Context: an optimization exercise on an open-source flow, tuned for small area, a short achievable clock period and few clock cycles. The choices shown serve that exercise and are no tape-out recipe. Function was checked by simulation only, so behaviour that the tests miss may differ from the original.

==> design.v <==
module EC_TOP(
    clk, rst_n, in_valid,
    in_Px, in_Py, in_Qx, in_Qy, in_prime, in_a,
    out_valid, out_Rx, out_Ry
);
input clk, rst_n, in_valid;
input [5:0] in_Px, in_Py, in_Qx, in_Qy, in_prime, in_a;
output reg out_valid;
output [5:0] out_Rx, out_Ry;
localparam CUT = 7;
function [5:0] modred;
    input [13:0] x;
    input [5:0]  p;
    input integer rows;
    reg [14:0] r;
    reg [7:0] t;
    integer k;
    begin
        r = {1'b0, x};
        for (k = 7; k >= 0; k = k - 1)
            if (k < rows) begin
                t = {1'b0, r[k +: 7]} - {2'b0, p};
                if (!t[7]) r[k +: 7] = t[6:0];
            end
        modred = r[5:0];
    end
endfunction
function [5:0] modsub;
    input [5:0] x, y, p;
    reg [6:0] d;
    begin
        d = {1'b0, x} - {1'b0, y};
        if (d[6]) d = d + {1'b0, p};
        modsub = d[5:0];
    end
endfunction
function [11:0] square;
    input [5:0] x;
    integer i, j;
    reg [11:0] acc;
    begin
        acc = 12'd0;
        for (i = 0; i < 6; i = i + 1) begin
            acc = acc + ({11'd0, x[i]} << (2 * i));
            for (j = i + 1; j < 6; j = j + 1)
                acc = acc + ({11'd0, x[i] & x[j]} << (i + j + 1));
        end
        square = acc;
    end
endfunction
function [5:0] bound;
    input [5:0] x;
    input integer m;
    integer b;
    begin
        for (b = 0; b < 6; b = b + 1)
            bound[b] = (m >= (1 << b)) ? x[b] : 1'b0;
    end
endfunction
function [5:0] halfsub;
    input [5:0] xa, xb, p;
    reg [6:0] d;
    reg [7:0] t;
    begin
        d = {1'b0, xa} - {1'b0, xb};
        t = {d[6], d} + (d[0] ? {2'b0, p} : d[6] ? {1'b0, p, 1'b0} : 8'd0);
        halfsub = t[6:1];
    end
endfunction
function integer umax;
    input integer i;
    umax = (i == 0) ? 60 : (i < 7) ? 30 : (i == 7) ? 15 : (i == 8) ? 7 : 3;
endfunction
function integer vmax;
    input integer i;
    vmax = (i < 6) ? 61 : (i == 6) ? 29 : (i == 7) ? 9 : (i == 8) ? 5 : 3;
endfunction
wire [5:0] p = in_prime;
wire [5:0] Px = in_Px, Py = in_Py, Qx = in_Qx, Qy = in_Qy, a = in_a;
wire dbl = (Px == Qx);
wire [11:0] px2  = square(Px);
wire [5:0]  px2m = modred({2'b0, px2}, p, 6);
wire [7:0]  n3   = {2'b0, px2m} + {1'b0, px2m, 1'b0} + {2'b0, a};
wire [5:0]  numd = modred({6'b0, n3}, p, 2);
wire [5:0]  numa = modsub(Qy, Py, p);
wire [6:0]  py2  = {Py, 1'b0};
wire [7:0]  pyd  = {1'b0, py2} - {2'b0, p};
wire [5:0]  dend = pyd[7] ? py2[5:0] : pyd[5:0];
wire [5:0]  dena = modsub(Qx, Px, p);
wire [5:0]  num  = dbl ? numd : numa;
wire [5:0]  den  = dbl ? dend : dena;
function [23:0] step;
    input integer i;
    input [23:0] st;
    input [5:0] p;
    reg [5:0] u, v, x1, x2, xa, xb;
    reg [6:0] du, dv;
    reg swap;
    begin
        u = bound(st[23:18], umax(i));
        v = bound(st[17:12], vmax(i));
        x1 = st[11:6];
        x2 = st[5:0];
        du = {1'b0, u} - {1'b0, v};
        dv = {1'b0, v} - {1'b0, u};
        swap = u[0] & du[6];
        xa = swap ? x2 : x1;
        xb = u[0] ? (swap ? x1 : x2) : 6'd0;
        if (swap) begin
            x2 = x1;
            v = u;
        end
        x1 = halfsub(xa, xb, p);
        u = !u[0] ? u >> 1 : swap ? dv[6:1] : du[6:1];
        step = {u, v, x1, x2};
    end
endfunction
reg [23:0] sta;
integer ia;
always @(*) begin
    sta = {den, p, num, 6'd0};
    for (ia = 0; ia < CUT; ia = ia + 1)
        sta = step(ia, sta, p);
end
reg [23:0] st_r;
reg [5:0] p_r, px_r, py_r;
reg [6:0] cx_r;
always @(posedge clk) begin
    st_r <= sta;
    p_r  <= p;
    px_r <= Px;
    py_r <= Py;
    cx_r <= {p, 1'b0} - {1'b0, Px} - {1'b0, Qx};
end
always @(posedge clk or negedge rst_n) begin
    if (!rst_n) out_valid <= 1'b0;
    else        out_valid <= in_valid;
end
reg [23:0] stb;
integer ib;
always @(*) begin
    stb = st_r;
    for (ib = CUT; ib < 10; ib = ib + 1)
        stb = step(ib, stb, p_r);
end
wire [5:0] s = stb[5:0];
wire [11:0] s2  = square(s);
wire [5:0]  Rx  = modred({2'b0, s2} + {7'b0, cx_r}, p_r, 6);
wire [5:0]  e   = modsub(px_r, Rx, p_r);
wire [11:0] se  = s * e;
wire [5:0]  Ry  = modred({2'b0, se} + {8'b0, p_r} - {8'b0, py_r}, p_r, 6);
assign out_Rx = out_valid ? Rx : 6'd0;
assign out_Ry = out_valid ? Ry : 6'd0;
endmodule
==> run.sh <==
#!/bin/bash
# synth_recipe.tcl (not shown) runs the flow's synth.tcl, then flattens the netlist and writes it again
# the make line also repeats each setting of config.mk as NAME=value (left out here)
make -C /OpenROAD-flow-scripts/flow DESIGN_CONFIG=/design/flow/config.mk WORK_HOME=/design/flow/orfs CLKGATE_MAP_FILE= SYNTH_SCRIPT=/design/flow/synth_recipe.tcl finish
==> config.mk <==
export PLATFORM = sky130hd
export DESIGN_NAME = EC_TOP
export DESIGN_NICKNAME = EC_TOP
export VERILOG_FILES = /design/flow/design.v
export SDC_FILE = /design/flow/constraint.sdc
export NUM_CORES = 4
export LEC_CHECK = 0
export ABC_AREA = 1
export CAP_MARGIN = 20
export CORE_MARGIN = 2
export CORE_UTILIZATION = 55
export SLEW_MARGIN = 20
==> constraint.sdc <==
create_clock -name core_clock -period 160.0 [get_ports {clk}]
set_input_delay 32.0000 -clock core_clock [delete_from_list [all_inputs] [get_ports {clk}]]
set_output_delay 32.0000 -clock core_clock [all_outputs]
set_load 0.01 [all_outputs]
==> results_dict.tcl, run 1 <==
set metrics [dict create \
    rows 73 \
    overflow 0 \
    netlist_area_um2 22210 \
    yosysWarnings 1 \
    cts_resized 0 \
    synth-seq-cells 46 \
    io_pins 52 \
    path_max_fanout 21 \
    cts_root_buf "clkbuf_16" \
    h-tree-depth 2 \
    max_stage_delay_ns 0.61 \
    critPathCapture "out_Ry[0]" \
    gp_congestion 0.9333 \
    die_w_um 205.0 \
    drc 0 \
    antennaDiodeCount 0 \
    syn_nets 3957 \
    max_freq_ghz 0.01435 \
    grt_max_degree 35 \
    setup_viol 0 \
    cap_violations 0 \
    drtIter0Drc 1125 \
    finalWirelength_um 56980 \
    fin_crit_ns 69.68 \
    cts.sinks 46 \
    rsz0062_at_grt "no" \
    setup_tns_ns 0 \
    cp.required_ns 128.00 \
    clk_path_buf_depth 2 \
    via_per_inst 5.380 \
    wl_per_cell_um 14.47 \
    tightest_slew_ns 0.9622 \
    post-cts-setup-buffers 0 \
    grt_pass1_wl_um 95030 \
    grt_usage_pct 27.29 \
    drive_gt1_share_pct 5.682 \
    cts_buffers 5 \
    syn-mean-instance-area_um2 6.535 \
    syn_inst 3399 \
    area_delta_synth_final_pct 5.064 \
    ys_dominant_reg_cell "dfxtp_1" \
    synth_cell_type_count 60 \
    fin_area_um2 23340 \
    io_buffers 51 \
    grt_pass1_vias 20400 \
    drt-pass1-iter-count 5 \
    cts_tree "yes" \
    vias 21190 \
    instances_no_fill 3939 \
    postPlaceCellArea_um2 23190 \
    antenna_left 0 \
    ctsHoldBuffers 0 \
    slew_viol_final 0 \
    ys_seq_area_share_pct 4.169 \
    final_common_cell "nand2_1" \
    mostFrequentLayoutCells "nand2_1, inv_1, ha_1, a21oi_1, o21ai_0" \
    worst-setup-path-type "register to output port" \
    cpMaxStageDelayCell "clkdlybuf4s50_1" \
    async_reset_ff_share_pct 2.174 \
    coreArea_um2 39820 \
    dieArea_um2 42010 \
    placedCellCount 3931 \
    timing.critical_path.from "st_r[18]$_DFF_P_" \
    fin_nets 3971 \
    startpoint_type "register" \
    antenna_found_initial 0 \
    hp-class "input port to asynchronous set/reset pin" \
    relSlewSlack_pct 35.17 \
    path_clk_slew_ns 0.06 \
    run_status "complete, no violations" \
    hpwlAfterDp_um 47470 \
    start_util_pct 55.77 \
    hold_viol_final 0 \
    synth_enable_flop_cells 0 \
    hold-worst-slack_ns 31.84 \
    die_h_um 205.0 \
    crit_arrival_ns 37.68 \
    period_share_pct 43.55 \
    end_kind "output port" \
]
==> per-layer routing <==
metal	wire, um	global-route usage (%)	part of all wire, %	vias up
met5	0	0	0	-
met4	1850	9.712	3.2	0
met3	1854	1.098	3.3	110
met2	27520	49.71	48	410
met1	25760	34.15	45	9665
li1	-	-	-	11010
==> final cells by class <==
type / count / area [um2]
sequential: 46 / 925.9
clock inverter: 3 / 23.77
tap: 525 / 656.9
clock buffer: 5 / 125.1
inverter: 599 / 2258
timing repair buffer: 69 / 645.6
fill: 3986 / 16490
multi-input combinational: 2692 / 18700
==> Yosys cell counts, types with 5 or more instances <==
| cell | number | area [um2] |
|---|---|---|
| a21boi_0 | 5 | 37.54 |
| a21o_1 | 26 | 195.2 |
| a21oi_1 | 246 | 1231 |
| and2_1 | 10 | 62.56 |
| buf_2 | 15 | 75.07 |
| buf_6 | 8 | 90.09 |
| clkbuf_1 | 35 | 131.4 |
| clkinv_1 | 6 | 22.52 |
| dfxtp_1 | 45 | 900.9 |
| fa_1 | 109 | 2182 |
| ha_1 | 410 | 5130 |
| inv_1 | 556 | 2087 |
| inv_2 | 33 | 123.9 |
| mux2i_1 | 6 | 60.06 |
| nand2_1 | 794 | 2980 |
| nand2_2 | 32 | 200.2 |
| nand2_4 | 11 | 123.9 |
| nand3_1 | 187 | 935.9 |
| nand3_2 | 14 | 140.1 |
| nand3_4 | 6 | 105.1 |
| nand4_1 | 12 | 75.07 |
| nor2_1 | 167 | 626.9 |
| o2111ai_1 | 7 | 61.31 |
| o211ai_1 | 11 | 82.58 |
| o21ai_0 | 226 | 1131 |
| o21ai_1 | 31 | 155.2 |
| o21ai_2 | 9 | 78.83 |
| o21bai_1 | 29 | 217.7 |
| o22ai_1 | 35 | 219.0 |
| or2_1 | 6 | 37.54 |
| or2_2 | 32 | 200.2 |
| xnor2_1 | 94 | 823.3 |
| xor2_1 | 127 | 1112 |
==> worst max-delay path: cells and delay by family (launching register included) <==
family                   cells  cell delay [ns]
flip-flops                   1             0.38
AO/OA/AOI/OAI               71            11.97
AND/OR/NAND/NOR             80             8.97
buffers and inverters       39             3.62
adder cells (fa/ha/maj)     30            11.01
XOR/XNOR                     6             1.34
==> sequential cells by signal, summed over array words and instances, names as in the netlist <==
name,cells
px_r,6
py_r,6
cx_r,7
p_r,6
out_valid,1
st_r,20
==> logic make-up (layout without fill, tap and decap cells) <==
family	count (synthesis)	count (layout)	synth area share [%]
xor+xnor	221	221	8.715
buf+inv	661	676	11.64
mux	8	8	0.3718
flops	46	46	4.169
fa+ha+maj	519	519	32.92
compound gates	655	655	16.71
simple gates	1289	1289	25.47
==> stage by stage <==
| step | util, % | worst slack, ns |
|---|---|---|
| floorplan | - | 95.58 |
| global route | 58.60 | 86.35 |
| finish | 58.60 | 90.32 |
| detailed placement | 58.23 | 90.85 |
| CTS | 58.60 | 90.45 |
| global placement | 58.23 | 92.11 |
==> how the worst min path moves through the flow <==
stage	to	slack [ns]	cells past startpoint
after global routing	out_valid$_DFF_PN0_	31.84	1
after detailed placement	out_valid$_DFF_PN0_	32.15	1
after global placement	out_valid$_DFF_PN0_	32.15	1
after CTS	out_valid$_DFF_PN0_	31.84	1
after floorplan	out_valid$_DFF_PN0_	31.70	0
final	out_valid$_DFF_PN0_	31.84	1
Testbench counts, summed over its fixed seeds: cycles 1,608.
==> run 2, diff against run 1 <==
--- a/config.mk
+++ b/config.mk
@@ -8,5 +8,5 @@
 export ABC_AREA = 1
 export CAP_MARGIN = 20
 export CORE_MARGIN = 2
-export CORE_UTILIZATION = 55
+export CORE_UTILIZATION = 70
 export SLEW_MARGIN = 20
==> run 2 against run 1 <==
Compared with the run above:
- synthesized area did not move
- hold slack better by 0.0097 ns
- final area fell by 0.52%
- sequential share of layout area barely moved
- largest cell class unchanged
- synthesized cell count unchanged
==> results_dict.tcl, run 2 <==
set metrics [dict create \
    run_status "complete, no violations" \
    io_pins 52 \
    fin_nets 3973 \
    fillCellCount 2653 \
    end_kind "output port" \
    yosysWarnings 1 \
    ctsHoldBuffers 0 \
    worst_path_dominant_cell_family "compound AO/OA/AOI/OAI gates" \
    hp-class "input port to asynchronous set/reset pin" \
    fin_util_pct 73.95 \
    synthTopCellsByArea "ha_1, nand2_1, fa_1" \
    cp_num_buf_inv 37 \
    cts_buffers 5 \
    clk_path_buf_depth 2 \
    grt_usage_pct 34.37 \
    cts_resized 0 \
    synth_enable_flop_cells 0 \
    antenna_left 0 \
    relSlewSlack_pct 41.98 \
    synth-seq-cells 46 \
    dieArea_um2 33170 \
    path_max_fanout 21 \
    synth_common_cells "nand2_1, inv_1, ha_1" \
    coreArea_um2 31390 \
    syn-mean-instance-area_um2 6.535 \
    setup_tns_ns 0 \
    setup_viol 0 \
    slew_viol_final 0 \
    worst-setup-path-type "register to output port" \
    drt-pass1-iter-count 6 \
    grt_max_degree 35 \
    largest_reg_flops 20 \
    syn_nets 3957 \
    largest_registers "st_r: 20 flops, cx_r: 7 flops" \
    h-tree-depth 2 \
    finalWirelength_um 56300 \
    postPlaceCellArea_um2 23050 \
    cap_violations 0 \
    fin_area_um2 23210 \
    grt_pass1_vias 21080 \
    hold_viol_final 0 \
    placedCellCount 3810 \
    grt_pass1_wl_um 96160 \
    vias 21710 \
    rsz0062_at_grt "no" \
    drive_gt1_share_pct 5.708 \
    rows 65 \
    cts.sinks 46 \
    syn_inst 3399 \
    cts_root_buf "clkbuf_16" \
    tightest_slew_ns 0.8611 \
    cp.required_ns 128.00 \
    yosysTopAreaCell "ha_1" \
    overflow 0 \
    cpMaxStageDelayCell "clkdlybuf4s50_1" \
    netlist_area_um2 22210 \
    max_freq_ghz 0.01430 \
    async_reset_ff_share_pct 2.174 \
    cpMostUsedCell "a21oi_1" \
    wl_per_cell_um 14.74 \
    ys_seq_area_share_pct 4.169 \
    synth_cell_type_count 60 \
    hpwlAfterDp_um 46490 \
    fin_crit_ns 69.93 \
    area_delta_synth_final_pct 4.518 \
    io_buffers 51 \
    period_share_pct 43.70 \
    mostFrequentLayoutCells "nand2_1, inv_1, ha_1, a21oi_1, o21ai_0" \
    die_h_um 182.1 \
    ys_dominant_reg_cell "dfxtp_1" \
    startpoint_type "register" \
    drtIter0Drc 1389 \
    via_per_inst 5.687 \
    die_w_um 182.1 \
    antennaDiodeCount 0 \
    final_common_cell "nand2_1" \
    cts_tree "yes" \
    setup_ws_ns 90.07 \
    post-place-ws_ns 90.79 \
    max_stage_delay_ns 0.61 \
    regMostFlops "st_r" \
    antenna_found_initial 0 \
    gp_congestion 0.9583 \
    start_util_pct 70.75 \
    drc 0 \
    post-cts-setup-buffers 0 \
    instances_no_fill 3818 \
    path_clk_slew_ns 0.06 \
    crit_arrival_ns 37.93 \
    post-synth-top-count-cell "nand2_1" \
    synth.top_cell.area_share_pct 23.10 \
]
-- run 2: cell counts after synthesis --
Identical to the previous run, type by type.
-- run 2: per-stage QoR --
stage,hold slack (ns)
detailed placement,32.17
floorplan,31.70
finish,31.85
global route,31.85
global placement,32.15
CTS,31.85
-- run 2: logic make-up after synthesis --
logic type | count (synthesis) | synth area share [%]
AOI/OAI and AO/OA | 655 | 16.71
adders and majority gates | 519 | 32.92
muxes | 8 | 0.3718
xor gates and xnor gates | 221 | 8.715
buffers and inverters | 661 | 11.64
DFF | 46 | 4.169
and+or+nand+nor | 1289 | 25.47
-- run 2: metal layers --
layer | share of wire, % | track usage, %
met5 | 0 | 0
met4 | 3.8 | 13.39
met3 | 5.8 | 1.676
met2 | 47 | 61.94
met1 | 43 | 43.26
-- run 2: worst max-delay path by stage --
stage                           from   endpoint  slack [ns]  cells past startpoint
floorplan           st_r[18]$_DFF_P_  out_Ry[2]       95.58                    226
global placement    st_r[18]$_DFF_P_  out_Ry[4]       92.55                    225
detailed placement  st_r[18]$_DFF_P_  out_Ry[4]       90.79                    223
CTS                 st_r[18]$_DFF_P_  out_Ry[4]       90.38                    223
global route        st_r[18]$_DFF_P_  out_Ry[4]       86.53                    223
finish              st_r[18]$_DFF_P_  out_Ry[4]       90.07                    223
-- run 2: layout make-up --
class	instances	area, um2	share of cell area, %
flip-flops and latches	46	925.9	3.988
multi-input cells	2692	18700	80.55
repair buffers	71	660.6	2.846
well taps	402	503.0	2.167
clock inverters	2	37.54	0.1617
clock buffers	6	128.9	0.5551
inverters	599	2258	9.728
==> run 3, diff against run 2 <==
--- a/design.v
+++ b/design.v
@@ -7,7 +7,7 @@
 input [5:0] in_Px, in_Py, in_Qx, in_Qy, in_prime, in_a;
 output reg out_valid;
 output [5:0] out_Rx, out_Ry;
-localparam CUT = 7;
+localparam CUT = 8;
 function [5:0] modred;
     input [13:0] x;
     input [5:0]  p;
@@ -78,8 +78,10 @@
 wire [5:0] p = in_prime;
 wire [5:0] Px = in_Px, Py = in_Py, Qx = in_Qx, Qy = in_Qy, a = in_a;
 wire dbl = (Px == Qx);
-wire [11:0] px2  = square(Px);
-wire [5:0]  px2m = modred({2'b0, px2}, p, 6);
+wire [6:0]  pmx  = {1'b0, p} - {1'b0, Px};
+wire [5:0]  h    = (pmx[5:0] < Px) ? pmx[5:0] : Px;
+wire [11:0] h2   = square(h);
+wire [5:0]  px2m = modred({2'b0, h2}, p, 4);
 wire [7:0]  n3   = {2'b0, px2m} + {1'b0, px2m, 1'b0} + {2'b0, a};
 wire [5:0]  numd = modred({6'b0, n3}, p, 2);
 wire [5:0]  numa = modsub(Qy, Py, p);
--- a/config.mk
+++ b/config.mk
@@ -8,5 +8,5 @@
 export ABC_AREA = 1
 export CAP_MARGIN = 20
 export CORE_MARGIN = 2
-export CORE_UTILIZATION = 70
+export CORE_UTILIZATION = 55
 export SLEW_MARGIN = 20
==> run 3 against run 2 <==
Compared with the run above:
- final cell count fell by 1.2%
- critical endpoint is now st_r[11]$_DFF_P_
- hold slack worse by 0.034 ns
- clock-buffer cell count decreased by 1
==> results_dict.tcl, run 3 <==
set metrics [dict create \
    period_share_pct 42.44 \
    antenna_found_initial 0 \
    final_common_cell "nand2_1" \
    placedCellCount 3766 \
    via_per_inst 5.351 \
    drt-pass1-iter-count 5 \
    gp_congestion 0.8931 \
    path_clk_slew_ns 0.07 \
    cts_tree "yes" \
    yosysWarnings 1 \
    drive_gt1_share_pct 4.330 \
    grt_usage_pct 27.70 \
    coreArea_um2 38470 \
    grt_pass1_vias 19550 \
    post-cts-setup-buffers 0 \
    cpMaxStageDelayCell "o21ai_0" \
    h-tree-depth 2 \
    die_h_um 200.8 \
    run_status "complete, no violations" \
    instances_no_fill 3774 \
    post-place-ws_ns 92.19 \
    drc 0 \
    post-synth-top-count-cell "nand2_1" \
    dieArea_um2 40310 \
    die_w_um 200.8 \
    syn_inst 3237 \
    hp-class "input port to asynchronous set/reset pin" \
    io_pins 52 \
    start_util_pct 55.36 \
    crit_arrival_ns 68.11 \
    netlist_area_um2 21300 \
    ys_dominant_reg_cell "dfxtp_1" \
    fin_crit_ns 67.91 \
    fillCellCount 3824 \
    max_stage_delay_ns 0.53 \
    drtIter0Drc 1043 \
    cts_resized 0 \
    fin_nets 3811 \
    rsz0062_at_grt "no" \
    synthTopCellsByArea "ha_1, nand2_1, fa_1" \
    max_freq_ghz 0.01473 \
    finalWirelength_um 55500 \
    cts.sinks 44 \
    cts_root_buf "clkbuf_16" \
    tightest_slew_ns 0.8481 \
    overflow 0 \
    startpoint_type "input port" \
    synth_cell_type_count 63 \
    synth_enable_flop_cells 0 \
    cts_buffers 5 \
    cpMostUsedCell "nand2_1" \
    mostFrequentLayoutCells "nand2_1, inv_1, ha_1, o21ai_0, a21oi_1" \
    grt_max_degree 36 \
    regMostFlops "st_r" \
    async_reset_ff_share_pct 2.273 \
    worst-setup-path-type "input port to register" \
    largest_registers "st_r: 18 flops, cx_r: 7 flops" \
    syn-mean-instance-area_um2 6.579 \
    area_delta_synth_final_pct 5.382 \
    antennaDiodeCount 0 \
    fin_util_pct 58.34 \
    cp.required_ns 160.20 \
    io_buffers 51 \
    end_kind "register" \
    ys_seq_area_share_pct 4.160 \
    setup_ws_ns 92.09 \
    synth-seq-cells 44 \
    ctsHoldBuffers 0 \
    cap_violations 0 \
    setup_viol 0 \
    synth_common_cells "nand2_1, inv_1, ha_1" \
    relSlewSlack_pct 43.08 \
    syn_nets 3793 \
    clk_path_buf_depth 2 \
    hpwlAfterDp_um 45600 \
    slew_viol_final 0 \
    hold_viol_final 0 \
    wl_per_cell_um 14.71 \
    grt_pass1_wl_um 93290 \
    vias 20190 \
    setup_tns_ns 0 \
    antenna_left 0 \
    yosysTopAreaCell "ha_1" \
    path_max_fanout 21 \
    synth.top_cell.area_share_pct 23.97 \
    rows 72 \
    largest_reg_flops 18 \
]
[run 3: cell types whose count changed after synthesis, sizes merged, moves of 7 or more]
cell / change
o211ai: +7
xnor2: +8
inv: -47
a21boi: -9
o22ai: -10
nand2: -128
nor2: +24
o21ai: +30
xor2: -13
nand3: -21
a211oi: +8
or2: -10
[run 3: layout make-up]
cell class	count	area, um2	share of cell area, %
multi-input cells	2578	18000	80.23
clock inverters	3	18.77	0.08363
repair buffers	73	675.6	3.011
clock buffers	5	125.1	0.5575
flip-flops and latches	44	885.9	3.947
well taps	518	648.1	2.888
inverters	553	2083	9.283
[run 3: routing by layer]
layer	GRT usage, %	share of wire, %
met5	0	0
met2	50.22	48
met3	1.429	3.3
met1	36.36	47
met4	5.820	1.8
[run 3: worst max-delay path by stage]
stage	start	to	depth (start not counted)	slack, ns
2_1_floorplan	in_prime[0]	st_r[11]$_DFF_P_	201	97.00
3_3_place_gp	in_prime[1]	st_r[11]$_DFF_P_	192	93.32
3_5_place_dp	in_prime[1]	st_r[11]$_DFF_P_	194	92.19
4_1_cts	in_prime[1]	st_r[11]$_DFF_P_	199	92.40
5_1_grt	in_prime[2]	st_r[11]$_DFF_P_	197	88.46
6_report	in_prime[1]	st_r[11]$_DFF_P_	199	92.09
[run 3: kinds of logic after synthesis]
kind of cell / count (synthesis) / share of synthesized area (%)
simple gates: 1160 / 23.48
fa+ha+maj: 517 / 34.22
xor+xnor: 216 / 8.884
compound gates: 679 / 17.67
mux: 6 / 0.2879
flops: 44 / 4.160
buf+inv: 615 / 11.29
[run 3: metrics by stage]
| stage | hold slack [ns] | instance area (um2) |
|---|---|---|
| 2_1_floorplan | 31.70 | 21300 |
| 3_3_place_gp | 32.15 | 22300 |
| 3_5_place_dp | 32.16 | 22300 |
| 4_1_cts | 31.82 | 22440 |
| 5_1_grt | 31.83 | 22440 |
| 6_report | 31.82 | 22440 |
[run 3: critical path: cells and delay by family]
kind                       cells  cell delay, ns
adders and majority gates     31           11.76
and+or+nand+nor               70            7.82
buffers and inverters         24            2.62
AOI/OAI and AO/OA             62           11.60
muxes                          1            0.38
xor gates and xnor gates      11            1.81
Testbench counts of run 3, summed over its fixed seeds: cycles 1,608.

-- separate check: timing with driven ports --
Ports are ideal in the flow. The routed layouts listed here were re-timed in OpenROAD.
Step 1, drivers: a clkbuf_16 drives clk and a buf_2 each remaining input, both assumed.
Step 2 also shifts input and output timing later by t, the mid clock arrival at the registers, as if the neighbouring blocks saw the same clock.
Slacks: ideal ports / drivers / drivers and shift; pairs: ideal ports / drivers.
| run | t (ns) | slack for setup (ns) | clock arrival spread, ns | worst data-port slew with drivers (ns) |
|---|---|---|---|---|
| run 1 | 0.332 | 90.322 / 90.278 / 90.609 | 0.013 / 0.013 | 0.07 |
| run 2 | 0.327 | 90.073 / 90.033 / 90.360 | 0.007 / 0.007 | 0.06 |
| run 3 | 0.351 | 92.091 / 92.114 / 91.762 | 0.015 / 0.015 | 0.06 |
After both steps setup and hold are still met in every run listed. For run 3, which loses most, drivers alone change the setup slack by +0.023 ns; drivers and shift together by -0.329 ns.
